This design comes from an exercise in tuning for small area on the open sky130 flow, not from production work. In this exercise RTL edits were held to simulation tests only and were not proved equivalent to the original. The flow treats the clock pin as an ideal source. Dropping or thinning the clock tree relies on that and would not hold on a real chip.

## timer
module timer(
    input clk,
    input rst,
    input IO_BTN_C, IO_BTN_L, IO_BTN_R,
    input [2:0] IO_SWITCH,
    output wire [6:0] IO_SSEG,
    output wire [3:0] IO_SSEG_SEL,
    output wire [15:0] IO_LED
);
    reg [9:0] counter;        
    reg [7:0] blink_counter;  
    reg [2:0] min;            
    reg [2:0] sec_t;          
    reg [3:0] sec_u;          
    reg [1:0] timer_state;    
    reg led;
    assign IO_LED = {16{led}};
    sev_seg U00(
        .clk(clk),
        .rst(rst),
        .min(min),
        .sec_t(sec_t),
        .sec_u(sec_u),
        .IO_SSEG_SEL(IO_SSEG_SEL),
        .IO_SSEG(IO_SSEG)
    );
    wire st_clear = (timer_state == 2'b00);
    wire st_run   = (timer_state == 2'b01);
    wire st_pause = (timer_state == 2'b10);
    wire st_done  = (timer_state == 2'b11);
    wire tick  = &{counter[9:6], counter[4:3], counter[1:0]};
    wire blink = &{blink_counter[7:5], ~blink_counter[3:0]};
    wire u_zero = ~(sec_u[3] | sec_u[2] | sec_u[1] | sec_u[0]);
    wire t_zero = ~(sec_t[2] | sec_t[1] | sec_t[0]);
    wire m_zero = ~(min[2] | min[1] | min[0]);
    wire counting = st_run & ~IO_BTN_R & ~IO_BTN_L;   
    wire second   = counting & tick;                  
    wire finished = second & u_zero & t_zero & m_zero;
    wire dec_u    = second & ~(u_zero & t_zero & m_zero);
    wire dec_t    = dec_u & u_zero;
    wire dec_m    = dec_t & t_zero;
  ...
Size: about 230 cells after synthesis, about 35 I/O pins, ~2100 µm² of cells after synthesis.
export LEC_CHECK = 0
export CAP_MARGIN = 20
export CORE_MARGIN = 2
export CORE_UTILIZATION = 60
export PLACE_DENSITY = 0.75
export SLEW_MARGIN = 20
create_clock -name core_clock -period 10.0 [get_ports {clk}]
standard.sh (not shown) runs the stock make flow with config.mk's settings and CLKGATE_MAP_FILE= SYNTH_SCRIPT=/design/flow/synth_recipe.tcl, a recipe that flattens the netlist after the stock synthesis.
==> flow/flow/run.sh <==
#!/bin/bash
# The standard layout, with these changes to how it is made:
#  - after the standard synthesis, its combinational logic is mapped again
#    for area (ABC: deepsyn, choices, area-recovering mapping); the
#    registers, their names and cell types stay as the synthesis made them
#  - ports are buffered with the smallest buffer (buf_1)
#  - clock tree synthesis inserts no dummy loads, and its tree is then
#    replaced by three clkbuf_8, each driven by the clock port and driving
#    one cluster of nearby flip-flops (flow/clock_tree.tcl)
#  - after global routing, cells off the critical paths are downsized
# Logs: synth.log, reopt.log (Yosys/ABC), flow.log (make); ORFS's own logs
# stay in orfs/logs.
set -euo pipefail
export BUFFER_PORTS_ARGS="-buffer_cell sky130_fd_sc_hd__buf_1"
export CTS_ARGS="-sink_clustering_enable -repair_clock_nets -dont_use_dummy_load"
export RECOVER_POWER=100
export POST_CTS_TCL=$PWD/flow/clock_tree.tcl

PLAT=$FLOW_HOME/platforms/$FLOW_PLATFORM
LIB=$PLAT/lib/sky130_fd_sc_hd__tt_025C_1v80.lib
RES=$PWD/orfs/results/$FLOW_PLATFORM/timer/base
YOSYS=yosys
[[ -x $FLOW_HOME/../tools/install/yosys/bin/yosys ]] && YOSYS=$FLOW_HOME/../tools/install/yosys/bin/yosys

# 1. standard synthesis only
bash standard.sh "$RES/1_2_yosys.v" > synth.log 2>&1
cp "$RES/1_2_yosys.v" standard_synth.v

# 2. map the combinational logic again; registers are kept as instances
python3 flow/mkcells.py "$LIB" > comb_cells.v
DONT_USE=$(make -s -C "$FLOW_HOME" DESIGN_CONFIG="$PWD/config.mk" WORK_HOME="$PWD/orfs" print-DONT_USE_CELLS 2>/dev/null | sed -n 's/^DONT_USE_CELLS: //p')
DU=""
for c in $DONT_USE; do DU="$DU -dont_use $c"; done
$YOSYS -l reopt.log -p "
read_verilog comb_cells.v
read_liberty -lib -ignore_redef $LIB
read_verilog standard_synth.v
hierarchy -top $FLOW_TOP
flatten
hierarchy -top $FLOW_TOP
techmap
opt -purge
abc -liberty $LIB $DU -script $PWD/flow/reopt.abc
opt_clean -purge
insbuf -buf sky130_fd_sc_hd__buf_1 A X
stat -liberty $LIB
write_verilog -noattr -nohex -nodec reopt.v
" > /dev/null
cp reopt.v "$RES/1_2_yosys.v"

# 3. the rest of the standard layout
bash standard.sh > flow.log 2>&1
==> flow/flow/clock_tree.tcl <==
# Run as ORFS's POST_CTS_TCL hook (the clock buffer type and count are set
# at the end). Replace the clock tree that CTS built with NB buffers of type BUFCELL, all
# driven straight from the clock port, each driving one cluster of nearby
# flip-flops (k-means on the flip-flop positions, started from x-sorted
# groups), placed at its cluster's centre. Every flip-flop sees one buffer.
proc rebuild_clock_tree {bufcell nb} {
  set block [ord::get_db_block]
  set clk_net [$block findNet clk]
  set sinks {}
  set old {}
  foreach inst [$block getInsts] {
    if {[string match clkbuf_* [$inst getName]] || [string match clkload* [$inst getName]]} {
      lappend old $inst
      continue
    }
    foreach it [$inst getITerms] {
      if {[$it getNet] ne "NULL" && [[$it getNet] getSigType] eq "CLOCK" && [$it isInputSignal]} {
        lappend sinks $it
      }
    }
  }
  set oldnets {}
  foreach inst $old {
    foreach it [$inst getITerms] {
      set n [$it getNet]
      if {$n ne "NULL" && $n ne $clk_net && [lsearch $oldnets $n] < 0} { lappend oldnets $n }
      $it disconnect
    }
    odb::dbInst_destroy $inst
  }
  foreach n $oldnets {
    foreach it [$n getITerms] { $it disconnect }
    odb::dbNet_destroy $n
  }
  set pts {}
  foreach it $sinks {
    set b [[$it getInst] getBBox]
    lappend pts [list [expr {([$b xMin]+[$b xMax])/2.0}] [expr {([$b yMin]+[$b yMax])/2.0}] $it]
  }
  set pts [lsort -real -index 0 $pts]
  set n [llength $pts]
  set cs {}
  for {set g 0} {$g < $nb} {incr g} {
    set part [lrange $pts [expr {$g*$n/$nb}] [expr {($g+1)*$n/$nb - 1}]]
    set sx 0; set sy 0
    foreach p $part { set sx [expr {$sx + [lindex $p 0]}]; set sy [expr {$sy + [lindex $p 1]}] }
    lappend cs [list [expr {$sx/[llength $part]}] [expr {$sy/[llength $part]}]]
  }
  for {set iter 0} {$iter < 20} {incr iter} {
    set groups [lrepeat $nb {}]
    foreach p $pts {
      set best 0; set bd 1e30
      for {set g 0} {$g < $nb} {incr g} {
        set c [lindex $cs $g]
        set d [expr {abs([lindex $p 0]-[lindex $c 0]) + abs([lindex $p 1]-[lindex $c 1])}]
        if {$d < $bd} { set bd $d; set best $g }
      }
      lset groups $best [concat [lindex $groups $best] [list $p]]
    }
    set cs {}
    foreach part $groups {
      set sx 0; set sy 0
      foreach p $part { set sx [expr {$sx + [lindex $p 0]}]; set sy [expr {$sy + [lindex $p 1]}] }
      set k [expr {max(1, [llength $part])}]
      lappend cs [list [expr {$sx/$k}] [expr {$sy/$k}]]
    }
  }
  set master [[ord::get_db] findMaster $bufcell]
  for {set g 0} {$g < $nb} {incr g} {
    set part [lindex $groups $g]
    if {[llength $part] == 0} continue
    set buf [odb::dbInst_create $block $master clkbuf_root_$g]
    set net [odb::dbNet_create $block clknet_root_$g]
    $net setSigType CLOCK
    [$buf findITerm A] connect $clk_net
    [$buf findITerm X] connect $net
    foreach p $part { [lindex $p 2] connect $net }
    set c [lindex $cs $g]
    $buf setLocation [expr {int([lindex $c 0])}] [expr {int([lindex $c 1])}]
    $buf setPlacementStatus PLACED
  }
}

rebuild_clock_tree sky130_fd_sc_hd__clkbuf_8 3
detailed_placement
estimate_parasitics -placement
report_clock_skew
Other scripts of this flow, unchanged in this note and not shown: flow/flow/mkcells.py, flow/flow/reopt.abc
Edit:
--- a/flow/flow/run.sh
+++ b/flow/flow/run.sh
@@ -7,4 +7,4 @@
 #  - clock tree synthesis inserts no dummy loads, and its tree is then
-#    replaced by three clkbuf_8, each driven by the clock port and driving
-#    one cluster of nearby flip-flops (flow/clock_tree.tcl)
+#    replaced by two clkbuf_16, each driven by the clock port and driving
+#    the half of the flip-flops nearest to it (flow/clock_tree.tcl)
 #  - after global routing, cells off the critical paths are downsized
--- a/flow/flow/clock_tree.tcl
+++ b/flow/flow/clock_tree.tcl
@@ -83,3 +83,3 @@
 
-rebuild_clock_tree sky130_fd_sc_hd__clkbuf_8 3
+rebuild_clock_tree sky130_fd_sc_hd__clkbuf_16 2
 detailed_placement
CORE_UTILIZATION = 40   (was 60)
PLACE_DENSITY = 0.6   (was 0.75)
Result: The new run passed the timing, design-rule and antenna checks; synthesized area does not change; via count shrinks by 2.2%; wire length shrinks by 3.2%; fmax shrinks by 0.67%; sequential cell count does not change; synthesized cell count stays the same; die area rose by 47%.
No run of this note takes its clock network from TritonCTS; it comes from the design's own scripts or RTL.

-- static timing again, ports no longer ideal --
How much do the figures lean on ideal ports? The routed layouts below were timed once more, with nothing changed but the port constraints.
Step 1 sets driving cells, clkbuf_16 on the clock port and buf_2 on the other inputs (assumed; they add their load-dependent delay and slew).
Step 2 also shifts input and output timing later by t, the mid clock arrival at the registers, as if the neighbouring blocks saw the same clock.
a / b / c = no drivers / after step 1 / after step 2; a / b = the first two.
| run | shift t [ns] | setup WS [ns] | clock arrival spread, ns | cell pins on the clock port's net |
|---|---|---|---|---|
| the first run | 0.201 | 6.232 / 6.254 / 6.053 | 0.007 / 0.007 | 3 |
| the second run | 0.207 | 6.207 / 6.231 / 6.024 | 0.032 / 0.031 | 2 |
After both steps every run listed still meets setup and hold. The setup slack of the second run, which loses most, moves by +0.024 ns with the drivers and by -0.183 ns with both steps.
